This is an optimization exercise on Yosys and OpenROAD, whose aim is small area, not a production implementation. Function was checked by simulation only, so behaviour that the tests miss may differ from the original. The flow treats the clock pin as an ideal source. Dropping or thinning the clock tree relies on that and would not hold on a real chip. Power and IR drop assume default switching activity.

==> v6 <==
## LC3
module LC3(reset, clk, mem_addr, mem_wdata, mem_we, mem_rdata);
==> flow/config.mk <==
export PLATFORM = sky130hd
export DESIGN_NAME = LC3
export DESIGN_NICKNAME = LC3
export VERILOG_FILES = /design/flow/design.v
export SDC_FILE = /design/flow/constraint.sdc
export NUM_CORES = 4
export LEC_CHECK = 0
export ABC_AREA = 1
export CAP_MARGIN = 20
export CORE_MARGIN = 2
export CORE_UTILIZATION = 70
export CTS_BUF_LIST = sky130_fd_sc_hd__clkbuf_2 sky130_fd_sc_hd__clkbuf_4 sky130_fd_sc_hd__clkbuf_8
export SLEW_MARGIN = 20
==> flow/constraint.sdc <==
create_clock -name core_clock -period 7.0 [get_ports {clk}]
set_input_delay 1.4000 -clock core_clock [delete_from_list [all_inputs] [get_ports {clk}]]
set_output_delay 1.4000 -clock core_clock [all_outputs]
set_load 0.01 [all_outputs]
standard.sh (not shown) runs the stock make flow with config.mk's settings and CLKGATE_MAP_FILE= SYNTH_SCRIPT=/design/flow/synth_recipe.tcl, a recipe that flattens the netlist after the stock synthesis.
==> flow/flow/run.sh <==
#!/bin/bash
# The standard layout, with three changes:
#  - synthesis maps the logic with ABC's area-oriented amap (flow/abc_area.script) instead of
#    ORFS's area script; otherwise it is synth_recipe.tcl unchanged (same registers and names)
#  - the port buffers use the smallest buffer cell
#  - the clock tree is built by flow/cts_pre.tcl instead of TritonCTS
set -euo pipefail
here=$(pwd)
{
  echo "proc abc {args} { set i [lsearch \$args -script]; if {\$i >= 0} { lset args [expr {\$i+1}] $here/flow/abc_area.script }; yosys abc {*}\$args }"
  cat synth_recipe.tcl
} > own_synth.tcl
bash standard.sh "SYNTH_SCRIPT=$here/own_synth.tcl" "BUFFER_PORTS_ARGS=-buffer_cell sky130_fd_sc_hd__buf_1" "PRE_CTS_TCL=$here/flow/cts_pre.tcl" finish > standard_flow.log 2>&1
==> flow/flow/clock_tree.tcl <==
# Hand-built clock tree. The flip-flop clock pins are split into NCOL x NROW groups
# of equal size (columns by x, then rows by y inside each column); each group gets
# a leaf clock buffer at its centre of gravity. With ROOT set, the clock port drives
# one root buffer at the centre of the leaves, which drives the leaves; else the
# port drives the leaves itself.
proc build_clock_tree {ncol nrow leafbuf rootbuf} {
  set db [ord::get_db]
  set block [ord::get_db_block]
  set clkNet [$block findNet clk]
  set pts {}
  foreach it [$clkNet getITerms] {
    set bb [[$it getInst] getBBox]
    lappend pts [list $it [expr {([$bb xMin] + [$bb xMax]) / 2}] [expr {([$bb yMin] + [$bb yMax]) / 2}]]
  }
  set n [llength $pts]
  set byx [lsort -integer -index 1 $pts]
  set groups {}
  for {set c 0} {$c < $ncol} {incr c} {
    set col [lrange $byx [expr {$c * $n / $ncol}] [expr {($c + 1) * $n / $ncol - 1}]]
    set m [llength $col]
    set byy [lsort -integer -index 2 $col]
    for {set r 0} {$r < $nrow} {incr r} {
      lappend groups [lrange $byy [expr {$r * $m / $nrow}] [expr {($r + 1) * $m / $nrow - 1}]]
    }
  }
  set lmaster [$db findMaster $leafbuf]
  set k 0
  set leaves {}
  set sx 0; set sy 0
  foreach g $groups {
    set gx 0; set gy 0
    foreach p $g { incr gx [lindex $p 1]; incr gy [lindex $p 2] }
    set gx [expr {$gx / [llength $g]}]; set gy [expr {$gy / [llength $g]}]
    set inst [odb::dbInst_create $block $lmaster "clkleaf_$k"]
    set net [odb::dbNet_create $block "clkleaf_net_$k"]
    $net setSigType CLOCK
    [$inst findITerm X] connect $net
    foreach p $g { set it [lindex $p 0]; $it disconnect; $it connect $net }
    $inst setLocation $gx $gy
    $inst setPlacementStatus PLACED
    lappend leaves $inst
    incr sx $gx; incr sy $gy
    incr k
  }
  if {$rootbuf ne ""} {
    set rinst [odb::dbInst_create $block [$db findMaster $rootbuf] "clkroot"]
    set rnet [odb::dbNet_create $block "clkroot_net"]
    $rnet setSigType CLOCK
    [$rinst findITerm A] connect $clkNet
    [$rinst findITerm X] connect $rnet
    $rinst setLocation [expr {$sx / $k}] [expr {$sy / $k}]
    $rinst setPlacementStatus PLACED
    foreach inst $leaves { [$inst findITerm A] connect $rnet }
  } else {
    foreach inst $leaves { [$inst findITerm A] connect $clkNet }
  }
  puts "custom clock tree: $k x $leafbuf, root '$rootbuf', $n sinks"
}
==> flow/flow/cts_pre.tcl <==
# Sourced by ORFS's cts.tcl (PRE_CTS_TCL) before clock_tree_synthesis: builds the clock
# tree by hand (flow/clock_tree.tcl: the port drives one root clkbuf_8, which drives ten
# clkbuf_8 leaves, each feeding an equal-sized group of nearby flip-flops) and turns the
# clock_tree_synthesis call that follows into setting the clock as propagated.
source [file join [file dirname [info script]] clock_tree.tcl]
build_clock_tree 5 2 sky130_fd_sc_hd__clkbuf_8 sky130_fd_sc_hd__clkbuf_8
proc clock_tree_synthesis {args} {
  set_propagated_clock [all_clocks]
  puts "clock tree built by flow/cts_pre.tcl"
}
Other scripts of this flow, unchanged in this note and not shown: flow/flow/abc_area.script
==> v13 (differences from v6) <==
==> flow/flow/run.sh (replaced) <==
#!/bin/bash
# The standard layout, with two changes:
#  - synthesis maps the logic with ABC's area-oriented amap (flow/abc_area.script) instead of
#    ORFS's area script; otherwise it is synth_recipe.tcl unchanged (same registers and names)
#  - the port buffers use the smallest buffer cell
set -euo pipefail
here=$(pwd)
{
  echo "proc abc {args} { set i [lsearch \$args -script]; if {\$i >= 0} { lset args [expr {\$i+1}] $here/flow/abc_area.script }; yosys abc {*}\$args }"
  cat synth_recipe.tcl
} > own_synth.tcl
bash standard.sh "SYNTH_SCRIPT=$here/own_synth.tcl" "BUFFER_PORTS_ARGS=-buffer_cell sky130_fd_sc_hd__buf_1" "CTS_ARGS=-sink_clustering_enable -repair_clock_nets -dont_use_dummy_load -buf_list {sky130_fd_sc_hd__clkbuf_8 sky130_fd_sc_hd__clkbuf_16} -sink_clustering_size 40 -sink_clustering_max_diameter 150" finish > standard_flow.log 2>&1
removed: flow/flow/clock_tree.tcl
removed: flow/flow/cts_pre.tcl
==> comparison table <==
| item | v13 | v6 |
|---|---|---|
| Result of the run | finished clean | finished clean |
| Switching portion of total power | 0.243 | 0.244 |
| Clock network power | 0.000750 W | 0.000413 W |
| Worst min-delay path endpoint | r7[8] | r0[0] |
| Worst setup slack for register-to-register paths | 0.42 ns | 0.35 ns |
| Worst Path Arrival | 6.96 ns | 6.90 ns |
| Fraction of final layout cells with drive strength greater than 1 | 0.0447 | 0.0317 |
| Share of the final layout cell area in multi-input gates | 0.178 | 0.186 |
| P_comb | 0.000222 W | 0.000211 W |
| Maximum number of pins on one net before global-route repair | 21 | 20 |
| Wire length of the first global-routing pass | 17100 um | 14200 um |
| Total routing usage reported by global routing | 0.313 | 0.238 |
| Sequential portion of the cell area | 0.674 | 0.709 |
| Wire length on met3 | 767 um | 600 um |
The clock cells of v6 come from the design's own scripts or RTL, not from TritonCTS.

[what the ideal ports hide]
No port has a modelled driver above. Below, the same layouts with a new extraction and two added sets of constraints.
Step 1, drivers: a clkbuf_16 drives clk and a buf_2 each remaining input, both assumed.
Step 2 moves the port delays by t, midway between the first and last clock arrival at a register: inputs arrive t later, outputs are due t later. That takes back most of the time a late clock gives input paths.
Three values: ideal ports, drivers, drivers and shift; two values: the first two.
| run | t (ns) | slack for setup (ns) | hold WS [ns] | worst setup path after step 2 | worst slew at a driven data input, ns |
|---|---|---|---|---|---|
| v6 | 0.426 | 0.351 / 0.351 / 0.351 | 0.328 / 0.328 / 0.328 | register to register | 0.04 |
| v13 | 0.544 | 0.423 / 0.423 / 0.423 | 0.316 / 0.316 / 0.316 | register to register | 0.06 |
After both steps every run listed still meets setup and hold.
